From an optimization exercise on the open Yosys and OpenROAD flow, aimed at small area; shortcuts taken in it are not production practice.
RTL that was checked went through simulation tests only; none was proved equivalent to the original.
The RTL of runs 2 to 4 was laid out without a check of its function.

## flow/design.v (module list and top-level ports; edited modules follow where they fit)
// module Mul_Add: 3451 lines
// module Second_CNN_Sub: 48 lines
// module Second_CNN: 46 lines
module Second_CNN(
clk,
rst_n,
Din_Valid,
Cal_Valid,
Din,
Dout0,
Dout1,
Dout2,
Dout3,
Dout4,
Dout5,
Dout6,
Dout7
);
  // ...
==> flow/flow/run.sh <==
#!/bin/bash
# Standard layout, with one extra netlist step between synthesis and floorplan:
# flow/polarity.py removes the inverters Yosys's full-adder extraction leaves
# around the sky130 fa cells (registers and their names are untouched).
# Port buffers are the small buf_1 instead of the default choice.
set -euo pipefail
R=orfs/results/${FLOW_PLATFORM}/Second_CNN/base
bash standard.sh synth > synth.log 2>&1
cp $R/1_2_yosys.v yosys_netlist_orig.v
python3 flow/polarity.py yosys_netlist_orig.v $R/1_2_yosys.v > polarity.log 2>&1
rm -f $R/1_synth.odb $R/1_synth.sdc
export BUFFER_PORTS_ARGS="-buffer_cell sky130_fd_sc_hd__buf_1"
bash standard.sh > layout.log 2>&1
==> flow/flow/polarity.py <==
#!/usr/bin/env python3
"""Remove inverters around full adders in a Yosys netlist.

A full adder is self-dual: FA(~a, ~b, ~c) = (~sum, ~cout).  Yosys's
extract_fa leaves an inverter on most adder pins.  This pass collapses every
inverter, chooses for each sky130 fa cell whether it computes its signals in
true or complemented form, and then puts back one inverter for each signal
that some reader needs in the other polarity.  The function of every output
and register input is unchanged; no register is touched.

usage: polarity.py IN.v OUT.v
"""
import re, sys, random

src = open(sys.argv[1]).read()

INV_RE = re.compile(r'^sky130_fd_sc_hd__(inv|clkinv)_\d+$')
FA_RE = re.compile(r'^sky130_fd_sc_hd__fa_\d+$')
OUT_PINS = {'X', 'Y', 'Q', 'Q_N', 'SUM', 'COUT', 'HI', 'LO'}

m = re.search(r'^module\s+(\S+)\s*\(', src, re.M)
body_start = src.index(';', m.end()) + 1
end = src.rindex('endmodule')

# instances: "  TYPE NAME (\n    .PIN(NET),\n ... );"
inst_re = re.compile(r'^  (sky130_fd_sc_hd__\w+)\s+(\S+)\s*\((.*?)\);\n', re.M | re.S)
pin_re = re.compile(r'\.(\w+)\(\s*(.*?)\s*\)\s*(?:,|$)', re.S)
cells = []
for mm in inst_re.finditer(src, body_start, end):
    pins = {}
    for p, n in pin_re.findall(mm.group(3)):
        pins[p] = n
    cells.append({'type': mm.group(1), 'name': mm.group(2), 'pins': pins,
                  'span': (mm.start(), mm.end())})

ports = set()
for mm in re.finditer(r'^\s*(input|output|inout)\s+(\[[^\]]*\]\s*)?(\S+);', src[:end], re.M):
    ports.add(mm.group(3))
assigns = re.findall(r'^\s*assign\s+(.*?)\s*=\s*(.*?);', src[body_start:end], re.M)
assign_nets = set()
for a, b in assigns:
    for x in (a, b):
        assign_nets.add(x.strip())

def is_port_net(n):
    base = n.split('[')[0].strip()
    return base in ports or n in assign_nets or base in assign_nets

def is_const(n):
    return "'" in n

drv = {}
for c in cells:
    for p, n in c['pins'].items():
        if p in OUT_PINS:
            drv[n] = c

# collapsible inverters: input a plain net, output not a port / assign
invs = {}
for c in cells:
    if INV_RE.match(c['type']):
        a, y = c['pins'].get('A'), c['pins'].get('Y')
        if a is None or y is None or is_const(a) or is_port_net(y):
            continue
        invs[y] = c

def root(n):
    par = 0
    seen = 0
    while n in invs and seen < 100:
        n = invs[n]['pins']['A']; par ^= 1; seen += 1
    return n, par

# consumers: (cell, pin, base, parity) for every non-removed input pin
fas = [c for c in cells if FA_RE.match(c['type'])]
fa_idx = {id(c): i for i, c in enumerate(fas)}
cons = []           # list of [cellid or None, pin, base, parity, fa index or -1]
sig_cons = {}       # base -> list of consumer indices
for c in cells:
    if INV_RE.match(c['type']) and c['pins'].get('Y') in invs:
        continue
    for p, n in c['pins'].items():
        if p in OUT_PINS or is_const(n):
            continue
        b, par = root(n)
        fi = fa_idx.get(id(c), -1)
        cons.append((c, p, b, par, fi))
        sig_cons.setdefault(b, []).append(len(cons) - 1)
# a flipped adder output read by a port or an assign would change it: never flip those
fixed_fa = set()
for n in list(drv):
    if is_port_net(n) and id(drv[n]) in fa_idx:
        fixed_fa.add(fa_idx[id(drv[n])])

# FA-driven bases: which fa drives the base
base_drv_fa = {}
for b in sig_cons:
    d = drv.get(b)
    if d is not None and id(d) in fa_idx:
        base_drv_fa[b] = fa_idx[id(d)]

f = [0] * len(fas)
fa_in = [[] for _ in fas]     # bases read by fa
fa_out = [[] for _ in fas]    # bases driven by fa (in sig_cons)
for b, lst in sig_cons.items():
    for ci in lst:
        fi = cons[ci][4]
        if fi >= 0 and b not in fa_in[fi]:
            fa_in[fi].append(b)
    if b in base_drv_fa:
        fa_out[base_drv_fa[b]].append(b)

def cost(b):
    pd = f[base_drv_fa[b]] if b in base_drv_fa else 0
    for ci in sig_cons[b]:
        _, _, _, par, fi = cons[ci]
        r = par ^ (f[fi] if fi >= 0 else 0)
        if r != pd:
            return 1
    return 0

def local_cost(i):
    bs = set(fa_in[i]) | set(fa_out[i])
    return sum(cost(b) for b in bs)

before = sum(cost(b) for b in sig_cons)
random.seed(1)
for it in range(50):
    changed = 0
    order = list(range(len(fas)))
    random.shuffle(order)
    for i in order:
        if i in fixed_fa:
            continue
        c0 = local_cost(i)
        f[i] ^= 1
        c1 = local_cost(i)
        if c1 < c0 or (c1 == c0 and random.random() < 0.1 and it < 30):
            changed += (c1 < c0)
        else:
            f[i] ^= 1
    if changed == 0 and it >= 30:
        break
# simulated annealing on top of the greedy result
import math
cur = sum(cost(b) for b in sig_cons)
best_f, best_c = list(f), cur
free = [i for i in range(len(fas)) if i not in fixed_fa]
steps = 3000000
for st in range(steps):
    T = 1.5 * (1 - st / steps) + 0.02
    i = random.choice(free)
    c0 = local_cost(i)
    f[i] ^= 1
    c1 = local_cost(i)
    dlt = c1 - c0
    if dlt <= 0 or random.random() < math.exp(-dlt / T):
        cur += dlt
        if cur < best_c:
            best_c, best_f = cur, list(f)
    else:
        f[i] ^= 1
f[:] = best_f
after = sum(cost(b) for b in sig_cons)
sys.stderr.write(f'polarity: {len(invs)} inverters collapsed, {len(fas)} adders, '
                 f'{sum(f)} flipped, inverters needed {before} -> {after}\n')

# rebuild
newpins = {}        # (id(cell), pin) -> net
new_inv = []
new_wires = []
k = 0
for b, lst in sig_cons.items():
    pd = f[base_drv_fa[b]] if b in base_drv_fa else 0
    inv_net = None
    for ci in lst:
        c, p, _, par, fi = cons[ci]
        r = par ^ (f[fi] if fi >= 0 else 0)
        if r == pd:
            newpins[(id(c), p)] = b
        else:
            if inv_net is None:
                k += 1
                inv_net = f'pol_n{k}'
                new_wires.append(inv_net)
                new_inv.append((f'pol_inv{k}', b, inv_net))
            newpins[(id(c), p)] = inv_net

removed = set(id(c) for c in invs.values())
out = []
pos = 0
for c in cells:
    s, e = c['span']
    out.append(src[pos:s]); pos = e
    if id(c) in removed:
        continue
    pins = c['pins']
    lines = [f"  {c['type']} {c['name']} ("]
    items = []
    for p, n in pins.items():
        nn = newpins.get((id(c), p), n)
        if nn.startswith('\\'):
            nn += ' '
        items.append(f'    .{p}({nn})')
    lines.append(',\n'.join(items))
    lines.append('  );\n')
    out.append('\n'.join(lines))
rest = src[pos:]
ei = rest.rindex('endmodule')
add = ''.join(f'  wire {w};\n' for w in new_wires)
add += ''.join(f'  sky130_fd_sc_hd__inv_1 {n} (\n    .A({a}{" " if a.startswith(chr(92)) else ""}),\n    .Y({y})\n  );\n' for n, a, y in new_inv)
out.append(rest[:ei] + add + rest[ei:])
open(sys.argv[2], 'w').write(''.join(out))
==> flow/standard.sh <==
#!/bin/bash
# synth_recipe.tcl (not shown) runs the flow's synth.tcl, then flattens the netlist and writes it again
# the make line also repeats each setting of config.mk as NAME=value (left out here)
make -C /OpenROAD-flow-scripts/flow DESIGN_CONFIG=/design/flow/config.mk WORK_HOME=/design/flow/orfs CLKGATE_MAP_FILE= SYNTH_SCRIPT=/design/flow/synth_recipe.tcl "${@:-finish}"
==> flow/config.mk <==
export PLATFORM = sky130hd
export DESIGN_NAME = Second_CNN
export DESIGN_NICKNAME = Second_CNN
export VERILOG_FILES = /design/flow/design.v
export SDC_FILE = /design/flow/constraint.sdc
export NUM_CORES = 4
export LEC_CHECK = 0
export CAP_MARGIN = 20
export CORE_MARGIN = 2
export CORE_UTILIZATION = 75
export CTS_BUF_LIST = sky130_fd_sc_hd__clkbuf_8
export CTS_CLUSTER_DIAMETER = 50
export CTS_CLUSTER_SIZE = 14
export GPL_TIMING_DRIVEN = 1
export SETUP_SLACK_MARGIN = 0.15
export SLEW_MARGIN = 20
==> flow/constraint.sdc <==
create_clock -name core_clock -period 8.0 [get_ports {clk}]
set_input_delay 1.6000 -clock core_clock [delete_from_list [all_inputs] [get_ports {clk}]]
set_output_delay 1.6000 -clock core_clock [all_outputs]
set_load 0.01 [all_outputs]
==> results.sh, run 1 <==
export IMPL_fp_row_count=81
export IMPL_postSynthCellCount=2394
export IMPL_firstDrtPassIters=8
export IMPL_num_io_pins=140
export IMPL_vias=21700
export IMPL_worstPathCellList="buf_4, nand2_1, buf_4, fa_1, fa_1, fa_1, fa_1, fa_1, fa_1, fa_1, fa_2, fa_1, fa_1, fa_1, inv_1, ha_1, o21ai_0, a22oi_1, buf_4, buf_4, a31oi_1, xor2_1, nor2_1"
export IMPL_max_cap_viol_count=0
export IMPL_grt_total_usage_pct=43.9
export IMPL_hold_path_class="reg2reg"
export IMPL_multi_input_area_share_pct=53.1
export IMPL_hold_end="Second_CNN_Sub.d5[6]$_DFF_P_"
export IMPL_dieArea_um2=51100
export IMPL_clk_latency_ns=0.74
export IMPL_post_route_cell_area_um2=40600
export IMPL_grt_pass1_vias=23700
export IMPL_design_seq_count=511
export IMPL_cts_root_buf="clkbuf_8"
export IMPL_rrSetupSlack_ns=0.22
export IMPL_hold_viol=0
export IMPL_inv_count=359
export IMPL_utilization_pct=83.1
export IMPL_place_inst=3331
export IMPL_cts_tree="built"
export IMPL_syn_nets=3371
export IMPL_die_y_um=226
export IMPL_multi_input_gates=1499
export IMPL_startpoint="Second_CNN_Sub.m[8]$_DFF_PN0_"
export IMPL_final_cell_mix="fa_1 (770), inv_1 (378), edfxtp_1 (320), buf_4 (169), ha_1 (156)"
export IMPL_placed_area_um2=39400
export IMPL_status="no timing/DRC/antenna violations"
export IMPL_critical_path_depth=23
export IMPL_htreeDepth=2
export IMPL_critPathKind="reg2reg"
export IMPL_dr_wl_met3_um=16600
export IMPL_wirelength_um=105000
export IMPL_r2r_end="Dout0[13]$_DFF_PN0_"
export IMPL_setup_violations=0
export IMPL_start_util_pct=75.7
export IMPL_hpwlAfterDp_um=86900
export IMPL_worstPathMaxFanout=7
==> run 2: changes to the inputs <==
--- a/flow/design.v
+++ b/flow/design.v
@@ -825,31 +825,37 @@
     wire c158;
     assign c158 = (c148 & s155) | (c148 & c150) | (s155 & c150);
     wire s159;
     assign s159 = c154 ^ y6[8] ^ c156;
     wire c160;
     assign c160 = (c154 & y6[8]) | (c154 & c156) | (y6[8] & c156);
     wire [15:0] ra = {~y6[9], c158, c152, c142, c130, c116, c100, s97, s81, s61, s43, s27, s17, s9, s3, s1};
     wire [15:0] rb = {c160, s159, s157, s151, s141, s129, s115, s99, 1'b0, 1'b0, 1'b0, s29, s19, s11, s5, 1'b0};
-    wire [6:0] cy;
+    wire [9:0] cy;
     assign cy[0] = 1'b0;
     assign S[0] = ra[0] ^ rb[0] ^ cy[0];
     assign cy[1] = (ra[0] & rb[0]) | (ra[0] & cy[0]) | (rb[0] & cy[0]);
     assign S[1] = ra[1] ^ rb[1] ^ cy[1];
     assign cy[2] = (ra[1] & rb[1]) | (ra[1] & cy[1]) | (rb[1] & cy[1]);
     assign S[2] = ra[2] ^ rb[2] ^ cy[2];
     assign cy[3] = (ra[2] & rb[2]) | (ra[2] & cy[2]) | (rb[2] & cy[2]);
     assign S[3] = ra[3] ^ rb[3] ^ cy[3];
     assign cy[4] = (ra[3] & rb[3]) | (ra[3] & cy[3]) | (rb[3] & cy[3]);
     assign S[4] = ra[4] ^ rb[4] ^ cy[4];
     assign cy[5] = (ra[4] & rb[4]) | (ra[4] & cy[4]) | (rb[4] & cy[4]);
     assign S[5] = ra[5] ^ rb[5] ^ cy[5];
     assign cy[6] = (ra[5] & rb[5]) | (ra[5] & cy[5]) | (rb[5] & cy[5]);
-    assign S[15:6] = ra[15:6] + rb[15:6] + cy[6];
+    assign S[6] = ra[6] ^ rb[6] ^ cy[6];
+    assign cy[7] = (ra[6] & rb[6]) | (ra[6] & cy[6]) | (rb[6] & cy[6]);
+    assign S[7] = ra[7] ^ rb[7] ^ cy[7];
+    assign cy[8] = (ra[7] & rb[7]) | (ra[7] & cy[7]) | (rb[7] & cy[7]);
+    assign S[8] = ra[8] ^ rb[8] ^ cy[8];
+    assign cy[9] = (ra[8] & rb[8]) | (ra[8] & cy[8]) | (rb[8] & cy[8]);
+    assign S[15:9] = ra[15:9] + rb[15:9] + cy[9];
   assign S0 = S;
   end endgenerate
   generate if (1) begin : k1
   wire [15:0] S;
     wire s1;
     assign s1 = ~y4[0] ^ ~y7[0] ^ y12[0];
     wire c2;
     assign c2 = (~y4[0] & ~y7[0]) | (~y4[0] & y12[0]) | (~y7[0] & y12[0]);
@@ -1214,31 +1220,37 @@
     wire c182;
     assign c182 = (1'b1 & c176) | (1'b1 & ~y11[9]) | (c176 & ~y11[9]);
     wire s183;
     assign s183 = c178 ^ s181 ^ c180;
     wire c184;
     assign c184 = (c178 & s181) | (c178 & c180) | (s181 & c180);
     wire [15:0] ra = {c182, s183, c174, c164, c150, s149, s131, s109, c72, s71, s51, s35, s19, s9, s3, s1};
     wire [15:0] rb = {c184, 1'b0, s179, s173, s163, 1'b0, 1'b0, s111, s91, 1'b0, 1'b0, 1'b0, s21, s11, s5, 1'b0};
-    wire [6:0] cy;
+    wire [9:0] cy;
     assign cy[0] = 1'b0;
     assign S[0] = ra[0] ^ rb[0] ^ cy[0];
     assign cy[1] = (ra[0] & rb[0]) | (ra[0] & cy[0]) | (rb[0] & cy[0]);
     assign S[1] = ra[1] ^ rb[1] ^ cy[1];
     assign cy[2] = (ra[1] & rb[1]) | (ra[1] & cy[1]) | (rb[1] & cy[1]);
     assign S[2] = ra[2] ^ rb[2] ^ cy[2];
     assign cy[3] = (ra[2] & rb[2]) | (ra[2] & cy[2]) | (rb[2] & cy[2]);
     assign S[3] = ra[3] ^ rb[3] ^ cy[3];
     assign cy[4] = (ra[3] & rb[3]) | (ra[3] & cy[3]) | (rb[3] & cy[3]);
     assign S[4] = ra[4] ^ rb[4] ^ cy[4];
     assign cy[5] = (ra[4] & rb[4]) | (ra[4] & cy[4]) | (rb[4] & cy[4]);
     assign S[5] = ra[5] ^ rb[5] ^ cy[5];
     assign cy[6] = (ra[5] & rb[5]) | (ra[5] & cy[5]) | (rb[5] & cy[5]);
-    assign S[15:6] = ra[15:6] + rb[15:6] + cy[6];
+    assign S[6] = ra[6] ^ rb[6] ^ cy[6];
+    assign cy[7] = (ra[6] & rb[6]) | (ra[6] & cy[6]) | (rb[6] & cy[6]);
+    assign S[7] = ra[7] ^ rb[7] ^ cy[7];
+    assign cy[8] = (ra[7] & rb[7]) | (ra[7] & cy[7]) | (rb[7] & cy[7]);
+    assign S[8] = ra[8] ^ rb[8] ^ cy[8];
+    assign cy[9] = (ra[8] & rb[8]) | (ra[8] & cy[8]) | (rb[8] & cy[8]);
+    assign S[15:9] = ra[15:9] + rb[15:9] + cy[9];
   assign S1 = S;
   end endgenerate
   generate if (1) begin : k2
   wire [15:0] S;
     wire s1;
     assign s1 = x0[0] ^ ~x8[0] ^ ~y15[0];
     wire c2;
     assign c2 = (x0[0] & ~x8[0]) | (x0[0] & ~y15[0]) | (~x8[0] & ~y15[0]);
@@ -1531,31 +1543,37 @@
     wire c146;
     assign c146 = c138 & s143;
     wire s147;
     assign s147 = y20[9] ^ c142 ^ c144;
     wire c148;
     assign c148 = (y20[9] & c142) | (y20[9] & c144) | (c142 & c144);
     wire [15:0] ra = {~y20[10], c146, c140, s139, c122, c110, c96, s95, s77, s63, s45, s33, s19, s11, s7, y19[0]};
     wire [15:0] rb = {c148, s147, s145, 1'b0, s131, s121, s109, 1'b0, s79, 1'b0, s47, 1'b0, s21, s13, 1'b0, s1};
-    wire [6:0] cy;
+    wire [9:0] cy;
     assign cy[0] = 1'b0;
     assign S[0] = ra[0] ^ rb[0] ^ cy[0];
     assign cy[1] = (ra[0] & rb[0]) | (ra[0] & cy[0]) | (rb[0] & cy[0]);
     assign S[1] = ra[1] ^ rb[1] ^ cy[1];
     assign cy[2] = (ra[1] & rb[1]) | (ra[1] & cy[1]) | (rb[1] & cy[1]);
     assign S[2] = ra[2] ^ rb[2] ^ cy[2];
     assign cy[3] = (ra[2] & rb[2]) | (ra[2] & cy[2]) | (rb[2] & cy[2]);
     assign S[3] = ra[3] ^ rb[3] ^ cy[3];
     assign cy[4] = (ra[3] & rb[3]) | (ra[3] & cy[3]) | (rb[3] & cy[3]);
     assign S[4] = ra[4] ^ rb[4] ^ cy[4];
     assign cy[5] = (ra[4] & rb[4]) | (ra[4] & cy[4]) | (rb[4] & cy[4]);
     assign S[5] = ra[5] ^ rb[5] ^ cy[5];
     assign cy[6] = (ra[5] & rb[5]) | (ra[5] & cy[5]) | (rb[5] & cy[5]);
-    assign S[15:6] = ra[15:6] + rb[15:6] + cy[6];
+    assign S[6] = ra[6] ^ rb[6] ^ cy[6];
+    assign cy[7] = (ra[6] & rb[6]) | (ra[6] & cy[6]) | (rb[6] & cy[6]);
+    assign S[7] = ra[7] ^ rb[7] ^ cy[7];
+    assign cy[8] = (ra[7] & rb[7]) | (ra[7] & cy[7]) | (rb[7] & cy[7]);
+    assign S[8] = ra[8] ^ rb[8] ^ cy[8];
+    assign cy[9] = (ra[8] & rb[8]) | (ra[8] & cy[8]) | (rb[8] & cy[8]);
+    assign S[15:9] = ra[15:9] + rb[15:9] + cy[9];
   assign S2 = S;
   end endgenerate
   generate if (1) begin : k3
   wire [15:0] S;
     wire s1;
     assign s1 = ~x2[0] ^ ~x4[0] ^ y4[0];
     wire c2;
     assign c2 = (~x2[0] & ~x4[0]) | (~x2[0] & y4[0]) | (~x4[0] & y4[0]);
@@ -1912,31 +1930,37 @@
     wire c178;
     assign c178 = (s175 & c172) | (s175 & y15[10]) | (c172 & y15[10]);
     wire s179;
     assign s179 = 1'b1 ^ y1[8] ^ c176;
     wire s180;
     assign s180 = s179 ^ ~y15[11] ^ c178;
     wire [15:0] ra = {s180, c174, c166, c154, s153, s137, s119, c84, s81, s63, s43, s29, s21, s11, s7, s1};
     wire [15:0] rb = {1'b0, s177, s173, s165, 1'b0, 1'b0, 1'b0, s101, s83, 1'b0, s45, s31, 1'b0, s13, 1'b0, 1'b0};
-    wire [6:0] cy;
+    wire [9:0] cy;
     assign cy[0] = 1'b0;
     assign S[0] = ra[0] ^ rb[0] ^ cy[0];
     assign cy[1] = (ra[0] & rb[0]) | (ra[0] & cy[0]) | (rb[0] & cy[0]);
     assign S[1] = ra[1] ^ rb[1] ^ cy[1];
     assign cy[2] = (ra[1] & rb[1]) | (ra[1] & cy[1]) | (rb[1] & cy[1]);
     assign S[2] = ra[2] ^ rb[2] ^ cy[2];
     assign cy[3] = (ra[2] & rb[2]) | (ra[2] & cy[2]) | (rb[2] & cy[2]);
     assign S[3] = ra[3] ^ rb[3] ^ cy[3];
     assign cy[4] = (ra[3] & rb[3]) | (ra[3] & cy[3]) | (rb[3] & cy[3]);
     assign S[4] = ra[4] ^ rb[4] ^ cy[4];
     assign cy[5] = (ra[4] & rb[4]) | (ra[4] & cy[4]) | (rb[4] & cy[4]);
     assign S[5] = ra[5] ^ rb[5] ^ cy[5];
     assign cy[6] = (ra[5] & rb[5]) | (ra[5] & cy[5]) | (rb[5] & cy[5]);
-    assign S[15:6] = ra[15:6] + rb[15:6] + cy[6];
+    assign S[6] = ra[6] ^ rb[6] ^ cy[6];
+    assign cy[7] = (ra[6] & rb[6]) | (ra[6] & cy[6]) | (rb[6] & cy[6]);
+    assign S[7] = ra[7] ^ rb[7] ^ cy[7];
+    assign cy[8] = (ra[7] & rb[7]) | (ra[7] & cy[7]) | (rb[7] & cy[7]);
+    assign S[8] = ra[8] ^ rb[8] ^ cy[8];
+    assign cy[9] = (ra[8] & rb[8]) | (ra[8] & cy[8]) | (rb[8] & cy[8]);
+    assign S[15:9] = ra[15:9] + rb[15:9] + cy[9];
   assign S3 = S;
   end endgenerate
   generate if (1) begin : k4
   wire [15:0] S;
     wire s1;
     assign s1 = 1'b1 ^ ~x3[0] ^ ~y8[0];
     wire c2;
     assign c2 = (1'b1 & ~x3[0]) | (1'b1 & ~y8[0]) | (~x3[0] & ~y8[0]);
@@ -2401,31 +2425,37 @@
     wire c232;
     assign c232 = (c222 & c224) | (c222 & s229) | (c224 & s229);
     wire s233;
     assign s233 = 1'b1 ^ ~y14[10] ^ c228;
     wire s234;
     assign s234 = c230 ^ s233 ^ c232;
     wire [15:0] ra = {s234, c226, c216, s215, c186, c166, c142, s141, s115, s89, s63, s43, s29, s15, s9, s3};
     wire [15:0] rb = {1'b0, s231, s225, 1'b0, s201, s185, s165, 1'b0, 1'b0, 1'b0, s65, s45, 1'b0, s17, 1'b0, 1'b0};
-    wire [6:0] cy;
+    wire [9:0] cy;
     assign cy[0] = 1'b0;
     assign S[0] = ra[0] ^ rb[0] ^ cy[0];
     assign cy[1] = (ra[0] & rb[0]) | (ra[0] & cy[0]) | (rb[0] & cy[0]);
     assign S[1] = ra[1] ^ rb[1] ^ cy[1];
     assign cy[2] = (ra[1] & rb[1]) | (ra[1] & cy[1]) | (rb[1] & cy[1]);
     assign S[2] = ra[2] ^ rb[2] ^ cy[2];
     assign cy[3] = (ra[2] & rb[2]) | (ra[2] & cy[2]) | (rb[2] & cy[2]);
     assign S[3] = ra[3] ^ rb[3] ^ cy[3];
     assign cy[4] = (ra[3] & rb[3]) | (ra[3] & cy[3]) | (rb[3] & cy[3]);
     assign S[4] = ra[4] ^ rb[4] ^ cy[4];
     assign cy[5] = (ra[4] & rb[4]) | (ra[4] & cy[4]) | (rb[4] & cy[4]);
     assign S[5] = ra[5] ^ rb[5] ^ cy[5];
     assign cy[6] = (ra[5] & rb[5]) | (ra[5] & cy[5]) | (rb[5] & cy[5]);
-    assign S[15:6] = ra[15:6] + rb[15:6] + cy[6];
+    assign S[6] = ra[6] ^ rb[6] ^ cy[6];
+    assign cy[7] = (ra[6] & rb[6]) | (ra[6] & cy[6]) | (rb[6] & cy[6]);
+    assign S[7] = ra[7] ^ rb[7] ^ cy[7];
+    assign cy[8] = (ra[7] & rb[7]) | (ra[7] & cy[7]) | (rb[7] & cy[7]);
+    assign S[8] = ra[8] ^ rb[8] ^ cy[8];
+    assign cy[9] = (ra[8] & rb[8]) | (ra[8] & cy[8]) | (rb[8] & cy[8]);
+    assign S[15:9] = ra[15:9] + rb[15:9] + cy[9];
   assign S4 = S;
   end endgenerate
   generate if (1) begin : k5
   wire [15:0] S;
     wire s1;
     assign s1 = 1'b1 ^ ~x1[0] ^ y0[0];
     wire c2;
     assign c2 = (1'b1 & ~x1[0]) | (1'b1 & y0[0]) | (~x1[0] & y0[0]);
@@ -2698,31 +2728,37 @@
     wire c136;
     assign c136 = (~y17[8] & c130) | (~y17[8] & c132) | (c130 & c132);
     wire s137;
     assign s137 = 1'b1 ^ ~y17[9] ^ c136;
     wire c138;
     assign c138 = (1'b1 & ~y17[9]) | (1'b1 & c136) | (~y17[9] & c136);
     wire [15:0] ra = {y17[10], s137, c134, s133, c120, s119, s107, c80, s79, s61, s47, s35, s23, s13, s3, y13[0]};
     wire [15:0] rb = {c138, 1'b0, s135, 1'b0, s127, 1'b0, 1'b0, s93, 1'b0, s63, s49, 1'b0, 1'b0, 1'b0, s5, s1};
-    wire [6:0] cy;
+    wire [9:0] cy;
     assign cy[0] = 1'b0;
     assign S[0] = ra[0] ^ rb[0] ^ cy[0];
     assign cy[1] = (ra[0] & rb[0]) | (ra[0] & cy[0]) | (rb[0] & cy[0]);
     assign S[1] = ra[1] ^ rb[1] ^ cy[1];
     assign cy[2] = (ra[1] & rb[1]) | (ra[1] & cy[1]) | (rb[1] & cy[1]);
     assign S[2] = ra[2] ^ rb[2] ^ cy[2];
     assign cy[3] = (ra[2] & rb[2]) | (ra[2] & cy[2]) | (rb[2] & cy[2]);
     assign S[3] = ra[3] ^ rb[3] ^ cy[3];
     assign cy[4] = (ra[3] & rb[3]) | (ra[3] & cy[3]) | (rb[3] & cy[3]);
     assign S[4] = ra[4] ^ rb[4] ^ cy[4];
     assign cy[5] = (ra[4] & rb[4]) | (ra[4] & cy[4]) | (rb[4] & cy[4]);
     assign S[5] = ra[5] ^ rb[5] ^ cy[5];
     assign cy[6] = (ra[5] & rb[5]) | (ra[5] & cy[5]) | (rb[5] & cy[5]);
-    assign S[15:6] = ra[15:6] + rb[15:6] + cy[6];
+    assign S[6] = ra[6] ^ rb[6] ^ cy[6];
+    assign cy[7] = (ra[6] & rb[6]) | (ra[6] & cy[6]) | (rb[6] & cy[6]);
+    assign S[7] = ra[7] ^ rb[7] ^ cy[7];
+    assign cy[8] = (ra[7] & rb[7]) | (ra[7] & cy[7]) | (rb[7] & cy[7]);
+    assign S[8] = ra[8] ^ rb[8] ^ cy[8];
+    assign cy[9] = (ra[8] & rb[8]) | (ra[8] & cy[8]) | (rb[8] & cy[8]);
+    assign S[15:9] = ra[15:9] + rb[15:9] + cy[9];
   assign S5 = S;
   end endgenerate
   generate if (1) begin : k6
   wire [15:0] S;
     wire s1;
     assign s1 = 1'b1 ^ x0[0] ^ ~x7[0];
     wire c2;
     assign c2 = (1'b1 & x0[0]) | (1'b1 & ~x7[0]) | (x0[0] & ~x7[0]);
@@ -3125,31 +3161,37 @@
     wire s201;
     assign s201 = s197 ^ c194 ^ s199;
     wire c202;
     assign c202 = (s197 & c194) | (s197 & s199) | (c194 & s199);
     wire s203;
     assign s203 = ~y6[8] ^ c198 ^ c200;
     wire [15:0] ra = {c202, c196, c186, c172, s171, s151, s133, s113, c74, s71, s55, s39, s27, s17, s9, s3};
     wire [15:0] rb = {s203, s201, s195, s185, 1'b0, s153, 1'b0, 1'b0, s93, s73, 1'b0, 1'b0, 1'b0, 1'b0, 1'b0, 1'b0};
-    wire [6:0] cy;
+    wire [9:0] cy;
     assign cy[0] = 1'b0;
     assign S[0] = ra[0] ^ rb[0] ^ cy[0];
     assign cy[1] = (ra[0] & rb[0]) | (ra[0] & cy[0]) | (rb[0] & cy[0]);
     assign S[1] = ra[1] ^ rb[1] ^ cy[1];
     assign cy[2] = (ra[1] & rb[1]) | (ra[1] & cy[1]) | (rb[1] & cy[1]);
     assign S[2] = ra[2] ^ rb[2] ^ cy[2];
     assign cy[3] = (ra[2] & rb[2]) | (ra[2] & cy[2]) | (rb[2] & cy[2]);
     assign S[3] = ra[3] ^ rb[3] ^ cy[3];
     assign cy[4] = (ra[3] & rb[3]) | (ra[3] & cy[3]) | (rb[3] & cy[3]);
     assign S[4] = ra[4] ^ rb[4] ^ cy[4];
     assign cy[5] = (ra[4] & rb[4]) | (ra[4] & cy[4]) | (rb[4] & cy[4]);
     assign S[5] = ra[5] ^ rb[5] ^ cy[5];
     assign cy[6] = (ra[5] & rb[5]) | (ra[5] & cy[5]) | (rb[5] & cy[5]);
-    assign S[15:6] = ra[15:6] + rb[15:6] + cy[6];
+    assign S[6] = ra[6] ^ rb[6] ^ cy[6];
+    assign cy[7] = (ra[6] & rb[6]) | (ra[6] & cy[6]) | (rb[6] & cy[6]);
+    assign S[7] = ra[7] ^ rb[7] ^ cy[7];
+    assign cy[8] = (ra[7] & rb[7]) | (ra[7] & cy[7]) | (rb[7] & cy[7]);
+    assign S[8] = ra[8] ^ rb[8] ^ cy[8];
+    assign cy[9] = (ra[8] & rb[8]) | (ra[8] & cy[8]) | (rb[8] & cy[8]);
+    assign S[15:9] = ra[15:9] + rb[15:9] + cy[9];
   assign S6 = S;
   end endgenerate
   generate if (1) begin : k7
   wire [15:0] S;
     wire s1;
     assign s1 = 1'b1 ^ ~x1[0] ^ x6[0];
     wire c2;
     assign c2 = (1'b1 & ~x1[0]) | (1'b1 & x6[0]) | (~x1[0] & x6[0]);
@@ -3426,31 +3468,37 @@
     wire c138;
     assign c138 = (1'b1 & y5[8]) | (1'b1 & ~y9[9]) | (y5[8] & ~y9[9]);
     wire s139;
     assign s139 = c134 ^ s137 ^ c136;
     wire c140;
     assign c140 = (c134 & s137) | (c134 & c136) | (s137 & c136);
     wire [15:0] ra = {1'b1, c138, s139, c132, c124, s121, s109, c82, c66, c50, s47, s33, s19, y20[2], s3, y8[0]};
     wire [15:0] rb = {1'b0, c140, 1'b0, s135, s131, s123, s111, s97, s81, s65, s49, 1'b0, 1'b0, s9, 1'b0, y20[0]};
-    wire [6:0] cy;
+    wire [9:0] cy;
     assign cy[0] = 1'b0;
     assign S[0] = ra[0] ^ rb[0] ^ cy[0];
     assign cy[1] = (ra[0] & rb[0]) | (ra[0] & cy[0]) | (rb[0] & cy[0]);
     assign S[1] = ra[1] ^ rb[1] ^ cy[1];
     assign cy[2] = (ra[1] & rb[1]) | (ra[1] & cy[1]) | (rb[1] & cy[1]);
     assign S[2] = ra[2] ^ rb[2] ^ cy[2];
     assign cy[3] = (ra[2] & rb[2]) | (ra[2] & cy[2]) | (rb[2] & cy[2]);
     assign S[3] = ra[3] ^ rb[3] ^ cy[3];
     assign cy[4] = (ra[3] & rb[3]) | (ra[3] & cy[3]) | (rb[3] & cy[3]);
     assign S[4] = ra[4] ^ rb[4] ^ cy[4];
     assign cy[5] = (ra[4] & rb[4]) | (ra[4] & cy[4]) | (rb[4] & cy[4]);
     assign S[5] = ra[5] ^ rb[5] ^ cy[5];
     assign cy[6] = (ra[5] & rb[5]) | (ra[5] & cy[5]) | (rb[5] & cy[5]);
-    assign S[15:6] = ra[15:6] + rb[15:6] + cy[6];
+    assign S[6] = ra[6] ^ rb[6] ^ cy[6];
+    assign cy[7] = (ra[6] & rb[6]) | (ra[6] & cy[6]) | (rb[6] & cy[6]);
+    assign S[7] = ra[7] ^ rb[7] ^ cy[7];
+    assign cy[8] = (ra[7] & rb[7]) | (ra[7] & cy[7]) | (rb[7] & cy[7]);
+    assign S[8] = ra[8] ^ rb[8] ^ cy[8];
+    assign cy[9] = (ra[8] & rb[8]) | (ra[8] & cy[8]) | (rb[8] & cy[8]);
+    assign S[15:9] = ra[15:9] + rb[15:9] + cy[9];
   assign S7 = S;
   end endgenerate
 endmodule
 module Second_CNN_Sub(
     input clk,
     input rst_n,
     input Din_Valid,
     input signed [7:0] Din,
--- a/flow/config.mk
+++ b/flow/config.mk
@@ -7,10 +7,10 @@
 export LEC_CHECK = 0
 export CAP_MARGIN = 20
 export CORE_MARGIN = 2
 export CORE_UTILIZATION = 75
 export CTS_BUF_LIST = sky130_fd_sc_hd__clkbuf_8
 export CTS_CLUSTER_DIAMETER = 50
 export CTS_CLUSTER_SIZE = 14
 export GPL_TIMING_DRIVEN = 1
-export SETUP_SLACK_MARGIN = 0.15
+export SETUP_SLACK_MARGIN = 0.2
 export SLEW_MARGIN = 20
==> results.sh, run 2 <==
export IMPL_grt_pass1_vias=24900
export IMPL_rrSetupSlack_ns=-0.02
export IMPL_grt_total_usage_pct=50.2
export IMPL_drive_above_1_share_pct=16.4
export IMPL_grt_antenna_before_repair=13
export IMPL_status="complete, but fails checks"
export IMPL_viasPerCell=6.82
export IMPL_hold_viol=0
export IMPL_clockBufferDepth=3
export IMPL_wire_per_inst_um=36.8
export IMPL_hold_start="Second_CNN_Sub.d1[3]$_DFF_P_"
export IMPL_post_route_min_period_ns=8.02
export IMPL_timing_fmax_ghz=0.125
export IMPL_cts_buffers=48
export IMPL_min_path_cells=0
export IMPL_postSynthCellCount=2333
export IMPL_cp_data_arrival_time_ns=8.66
export IMPL_syn_area_um2=36700
export IMPL_grt_max_degree=82
export IMPL_tightestPinTransition_ns=1.11
export IMPL_largest_register="Second_CNN_Sub.lb"
export IMPL_hold_path_class="reg2reg"
export IMPL_slew_headroom_pct=26.0
export IMPL_post_route_cell_area_um2=41100
export IMPL_nets=3719
export IMPL_start_util_pct=75.5
export IMPL_clk_pin_slew_worst_paths_ns=0.10
export IMPL_reg2regPathDepth=24
export IMPL_placed_area_um2=39500
export IMPL_ant_nets=0
export IMPL_preCtsSetupSlack_ns=-0.188
export IMPL_drc_errors=0
export IMPL_rsz0062_at_grt="yes"
export IMPL_hpwlAfterDp_um=99900
export IMPL_largest_reg_flops=320
export IMPL_wirelength_um=125000
export IMPL_critPathLaunchType="flip-flop"
export IMPL_coreArea_um2=48600
export IMPL_dieArea_um2=50800
export IMPL_r2r_start="Second_CNN_Sub.lb[304]$_DFFE_PP_"
export IMPL_final_max_slew_viol_count=0
export IMPL_syn_to_final_growth_pct=11.8
export IMPL_first_iter_violations=3514
export IMPL_cpPeakStageDelay_ns=0.65
export IMPL_utilization_pct=84.4
export IMPL_gp_congestion=1.19
export IMPL_so_violations="negative setup slack"
export IMPL_worstPathCellList="nand2_2, inv_1, buf_4, ha_1, inv_1, fa_1, fa_2, fa_1, fa_2, fa_1, fa_1, fa_2, inv_1, fa_1, fa_1, fa_1, fa_1, fa_1, inv_1, ha_1, nor2b_2, a21oi_1, o21ai_0, a21oi_1"
export IMPL_cts_hold_buf=0
export IMPL_r2r_end="Dout5[15]$_DFF_PN0_"
export IMPL_final_cell_mix="fa_1 (743), inv_1 (366), edfxtp_1 (320), buf_4 (236), ha_1 (148)"
export IMPL_path_common_cell="fa_1"
export IMPL_hold_end="Second_CNN_Sub.d2[3]$_DFF_P_"
export IMPL_vias=23200
export IMPL_setup_violations=1
export IMPL_cts_tree="built"
export IMPL_grt_pass1_wl_um=170000
export IMPL_yosysWarnings=2
export IMPL_die_y_um=225
export IMPL_io_buffers=139
export IMPL_required_ns=8.63
export IMPL_fin_skew_ns=0.109
export IMPL_setup_ws_ns=-0.0248
export IMPL_endpoint_kind="flip-flop"
export IMPL_min_period_over_period_pct=100
export IMPL_synth_avg_cell_area_um2=15.7
export IMPL_final_common_cell="fa_1"
export IMPL_max_cap_viol_count=0
export IMPL_fp_row_count=81
export IMPL_die_x_um=225
export IMPL_htreeDepth=2
export IMPL_cp_slowest_cell="fa_2"
export IMPL_syn_nets=3321
export IMPL_cts_root_buf="clkbuf_8"
export IMPL_overflow=0
export IMPL_worstPathMaxFanout=5
export IMPL_hold_slack_ns=0.287
export IMPL_firstDrtPassIters=14
export IMPL_cts_sinks=511
export IMPL_clk_latency_ns=0.74
export IMPL_num_io_pins=140
export IMPL_critPathKind="reg2reg"
==> run 2: what timing repair did <==
action                                  4_1_cts  5_1_grt
pin swaps                                     9       35
endpoints found under the setup margin       23       19
resized for setup                            58       86
gates cloned                                  0        0
buffers inserted                              9       19
==> run 2: stage by stage <==
| step | instances | setup TNS, ns |
|---|---|---|
| finish | 3403 | -0.0248 |
| global route | 3394 | -0.238 |
| CTS | 3374 | 0 |
| detailed placement | 3275 | -0.618 |
| global placement | 3275 | -0.116 |
| floorplan | 2333 | 0 |
==> run 2: area by class of cell <==
class	count	area [um^2]
Antenna cell	10	25.0
Clock buffer	51	702
Clock inverter	39	244
Fill cell	2240	7570
Inverter	362	1360
Multi-Input combinational cell	1432	21500
Sequential cell	511	14200
Tap cell	622	778
Timing Repair Buffer	376	2310
==> run 2: metal layers <==
layer,vias to the layer above,share of wire [%],GRT usage (%)
li1,8130,-,-
met1,11600,30,61.5
met4,12,11,37.1
met5,-,0.11,0
met2,2581,43,71.9
met3,868,16,21.7
==> run 2: worst max-delay path by stage <==
| stage | to | from | slack, ns | cells after the start |
|---|---|---|---|---|
| after global placement | Dout4[13]$_DFF_PN0_ | Second_CNN_Sub.m[4]$_DFF_PN0_ | -0.12 | 22 |
| after CTS | Dout4[13]$_DFF_PN0_ | Second_CNN_Sub.m[0]$_DFF_PN0_ | 0.18 | 23 |
| after detailed placement | Dout1[15]$_DFF_PN0_ | Second_CNN_Sub.lb[296]$_DFFE_PP_ | -0.19 | 23 |
| final | Dout5[15]$_DFF_PN0_ | Second_CNN_Sub.lb[304]$_DFFE_PP_ | -0.02 | 24 |
| after global routing | Dout5[15]$_DFF_PN0_ | Second_CNN_Sub.lb[304]$_DFFE_PP_ | -0.14 | 24 |
| after floorplan | Dout6[15]$_DFF_PN0_ | Second_CNN_Sub.m[7]$_DFF_PN0_ | 0.22 | 23 |
==> run 2: critical path: cells and delay by family (launching register included) <==
| family | cells | cell delay (ns) |
|---|---|---|
| AOI/OAI and AO/OA | 3 | 0.68 |
| adders and majority gates | 14 | 6.06 |
| buffers and inverters | 5 | 0.53 |
| DFF | 1 | 0.42 |
| and+or+nand+nor | 2 | 0.29 |
==> run 3: changes to the inputs <==
--- a/flow/config.mk
+++ b/flow/config.mk
@@ -12,5 +12,5 @@
 export CTS_CLUSTER_DIAMETER = 50
 export CTS_CLUSTER_SIZE = 14
 export GPL_TIMING_DRIVEN = 1
-export SETUP_SLACK_MARGIN = 0.2
+export SETUP_SLACK_MARGIN = 0.4
 export SLEW_MARGIN = 20
==> results.sh, run 3 <==
export IMPL_status="aborted with a tool error"
export IMPL_haltStage="global routing"
export IMPL_error="[ERROR GRT-0232] Routing congestion too high. Check the congestion heatmap in the GUI."
export IMPL_start_util_pct=75.5
export IMPL_num_io_pins=140
export IMPL_syn_area_um2=36700
export IMPL_worst_endpoint_pin_kind="sequential cell input"
export IMPL_cts_root_buf="clkbuf_8"
export IMPL_hpwlAfterDp_um=103000
export IMPL_die_y_um=225
export IMPL_syn_nets=3321
export IMPL_cts_buffers=49
export IMPL_grt_worst_endpoint="Dout6[15]$_DFF_PN0_/D"
export IMPL_die_x_um=225
export IMPL_synth_avg_cell_area_um2=15.7
export IMPL_clockBufferDepth=3
export IMPL_htreeDepth=2
export IMPL_gp_congestion=1.16
export IMPL_fp_row_count=81
export IMPL_postSynthCellCount=2333
export IMPL_grt_max_degree=94
export IMPL_cts_hold_buf=0
export IMPL_io_buffers=139
export IMPL_yosysWarnings=2
export IMPL_preCtsSetupSlack_ns=-0.315
==> run 3: per-stage QoR <==
stage	instance area (um^2)	cells	hold slack [ns]
4_1_cts	40800	3374	0.319
3_5_place_dp	39500	3266	0.312
3_3_place_gp	39500	3266	0.310
2_1_floorplan	36800	2333	0.310
==> run 3: timing repair <==
item	in CTS
hold endpoints to repair	0
endpoints found under the setup margin	31
gates cloned	0
setup buffers	17
pin swaps	27
resized for setup	108
==> run 3: how the worst max path moves through the flow <==
| stage | startpoint | end | slack, ns | cells past startpoint |
|---|---|---|---|---|
| after floorplan | Second_CNN_Sub.m[4]$_DFF_PN0_ | Dout6[15]$_DFF_PN0_ | 0.41 | 23 |
| after global placement | Second_CNN_Sub.m[4]$_DFF_PN0_ | Dout4[15]$_DFF_PN0_ | -0.21 | 22 |
| after detailed placement | Second_CNN_Sub.m[4]$_DFF_PN0_ | Dout4[15]$_DFF_PN0_ | -0.31 | 22 |
| after CTS | Second_CNN_Sub.m[4]$_DFF_PN0_ | Dout4[15]$_DFF_PN0_ | 0.36 | 22 |
==> run 4: changes to the inputs <==
--- a/flow/config.mk
+++ b/flow/config.mk
@@ -8,9 +8,9 @@
 export CAP_MARGIN = 20
 export CORE_MARGIN = 2
 export CORE_UTILIZATION = 75
-export CTS_BUF_LIST = sky130_fd_sc_hd__clkbuf_8
-export CTS_CLUSTER_DIAMETER = 50
-export CTS_CLUSTER_SIZE = 14
+export CTS_BUF_LIST = sky130_fd_sc_hd__clkbuf_16
+export CTS_CLUSTER_DIAMETER = 60
+export CTS_CLUSTER_SIZE = 24
 export GPL_TIMING_DRIVEN = 1
-export SETUP_SLACK_MARGIN = 0.4
+export SETUP_SLACK_MARGIN = 0.2
 export SLEW_MARGIN = 20
==> results.sh, run 4 <==
export IMPL_htreeDepth=1
export IMPL_postSynthCellCount=2333
export IMPL_clk_pin_slew_worst_paths_ns=0.11
export IMPL_final_max_slew_viol_count=0
export IMPL_dieArea_um2=50800
export IMPL_first_iter_violations=3527
export IMPL_grt_use_met3_pct=22.8
export IMPL_largest_reg_flops=320
export IMPL_grt_util_met2_pct=74.8
export IMPL_cp_top_family="adder cells"
export IMPL_cts_buffers=30
export IMPL_setup_violations=3
export IMPL_max_cap_viol_count=0
export IMPL_grt_total_usage_pct=52.4
export IMPL_hold_path_class="reg2reg"
export IMPL_so_violations="negative setup slack"
export IMPL_tightestPinTransition_ns=1.15
export IMPL_post_route_min_period_ns=8.13
export IMPL_die_x_um=225
export IMPL_final_common_cell="fa_1"
export IMPL_cp_data_arrival_time_ns=8.64
export IMPL_grt_pass1_vias=25200
export IMPL_grtUsageMet1_pct=63.5
export IMPL_cts_root_buf="clkbuf_16"
export IMPL_io_buffers=139
export IMPL_viasPerCell=6.95
export IMPL_setup_ws_ns=-0.133
export IMPL_nets=3700
export IMPL_syn_area_um2=36700
export IMPL_largest_register="Second_CNN_Sub.lb"
export IMPL_fin_skew_ns=0.0640
export IMPL_hold_viol=0
export IMPL_path_common_cell="fa_1"
export IMPL_required_ns=8.51
export IMPL_clk_latency_ns=0.67
export IMPL_worstPathCellList="nand2_1, inv_1, fa_2, fa_1, fa_1, fa_1, fa_1, inv_1, fa_1, inv_1, fa_1, fa_1, fa_1, fa_1, fa_2, ha_4, a31oi_2, buf_4, xor2_1, nor2_1"
export IMPL_firstDrtPassIters=8
export IMPL_grt_antenna_before_repair=9
export IMPL_cts_hold_buf=0
export IMPL_overflow=0
export IMPL_critPathKind="reg2reg"
export IMPL_syn_to_final_growth_pct=12.1
export IMPL_grt_max_degree=82
export IMPL_yosysWarnings=2
export IMPL_grt_busiest_layer="met2"
export IMPL_min_period_over_period_pct=102
export IMPL_wire_per_inst_um=38.6
export IMPL_cts_sinks=511
export IMPL_wirelength_um=130000
export IMPL_cp_slowest_cell="fa_1"
export IMPL_critical_path_buf_inv_count=4
export IMPL_rsz0062_at_grt="yes"
export IMPL_syn_nets=3321
export IMPL_endpoint_kind="flip-flop"
export IMPL_num_io_pins=140
export IMPL_setup_tns_ns=-0.175
export IMPL_start_util_pct=75.5
export IMPL_drive_above_1_share_pct=16.6
export IMPL_slew_headroom_pct=23.6
export IMPL_die_y_um=225
export IMPL_coreArea_um2=48600
export IMPL_ant_nets=0
export IMPL_hold_slack_ns=0.331
export IMPL_cpPeakStageDelay_ns=0.85
export IMPL_timing_fmax_ghz=0.123
export IMPL_drc_errors=0
export IMPL_clockBufferDepth=3
export IMPL_synth_avg_cell_area_um2=15.7
export IMPL_vias=23400
export IMPL_fp_row_count=81
export IMPL_cts_tree="built"
export IMPL_final_cell_mix="fa_1 (726), inv_1 (356), edfxtp_1 (320), buf_4 (234)"
export IMPL_gp_congestion=1.19
export IMPL_grt_pass1_wl_um=176000
export IMPL_critPathLaunchType="flip-flop"
export IMPL_worstPathMaxFanout=3
export IMPL_hpwlAfterDp_um=99900
export IMPL_status="complete, but fails checks"
-- run 4: timing repair --
| action | CTS | global route |
|---|---|---|
| hold endpoints to repair | 0 | 0 |
| setup endpoints to repair | 23 | 20 |
| buffers inserted | 9 | 18 |
| gates resized for setup | 57 | 109 |
| pin swaps | 10 | 48 |
| cloned | 0 | 0 |
-- run 4: path summary, 6_finish.rpt --
path                                                      start                           end  slack, ns  depth (start not counted)
worst max-delay path            Second_CNN_Sub.lb[17]$_DFFE_PP_           Dout6[13]$_DFF_PN0_      -0.13                         20
worst min register to register     Second_CNN_Sub.d4[1]$_DFF_P_  Second_CNN_Sub.d5[1]$_DFF_P_       0.33                          0
max in group asynchronous                                 rst_n           Dout1[14]$_DFF_PN0_       5.97                          2
min in group asynchronous                                 rst_n             cc[2]$_DFFE_PN0N_       0.83                          1
worst max register to register  Second_CNN_Sub.lb[17]$_DFFE_PP_           Dout6[13]$_DFF_PN0_      -0.13                         20
worst min-delay path               Second_CNN_Sub.d4[1]$_DFF_P_  Second_CNN_Sub.d5[1]$_DFF_P_       0.33                          0
-- run 4: worst register-to-register path, cell delays in order, from the launching register on --
cell,delay [ns]
edfxtp_1,0.46
nand2_1,0.25
inv_1,0.12
fa_2,0.37
fa_1,0.39
fa_1,0.44
fa_1,0.42
fa_1,0.58
inv_1,0.17
fa_1,0.78
inv_1,0.24
fa_1,0.50
fa_1,0.85
fa_1,0.53
fa_1,0.50
fa_2,0.39
ha_4,0.24
a31oi_2,0.25
buf_4,0.17
xor2_1,0.21
nor2_1,0.11
-- run 4: final cells by class --
class | instances | area, um^2
multi-input cells | 1432 | 21500
flip-flops and latches | 511 | 14200
fillers | 2184 | 7470
repair buffers | 375 | 2300
inverters | 362 | 1360
well taps | 622 | 778
clock buffers | 30 | 751
clock inverters | 26 | 264
diodes | 3 | 7.51
-- run 4: through the flow --
stage,util (%),worst slack [ns],std cells,instance area [um^2]
after floorplan,-,0.219,2333,36700
after detailed placement,81.2,-0.188,3275,39500
final,84.7,-0.133,3361,41200
after CTS,83.7,0.161,3340,40700
after global routing,84.6,-0.116,3358,41200
after global placement,81.2,-0.116,3275,39500
-- run 4: routing by layer --
metal	part of all wire, %	vias to the layer above
met3	16	947
met5	0.27	-
met4	11	18
li1	-	8072
met1	29	11700
met2	43	2610

afterwards: timing with drivers on the ports:
No port has a modelled driver above. Below, the same layouts with a new extraction and two added sets of constraints.
Step 1 assumes that a clkbuf_16 drives the clock port and a buf_2 every other input.
Step 2 moves the port delays by t, midway between the first and last clock arrival at a register: inputs arrive t later, outputs are due t later. That takes back most of the time a late clock gives input paths.
a / b / c = no drivers / after step 1 / after step 2; a / b = the first two.
run | t (ns) | slack for setup (ns) | slew at the worst register clock pin (ns)
run 1 | 0.760 | 0.224 / 0.224 / 0.224 | 0.11 / 0.11
run 2 | 0.749 | -0.025 / -0.025 / -0.025 | 0.12 / 0.12
run 4 | 0.711 | -0.133 / -0.133 / -0.133 | 0.11 / 0.11
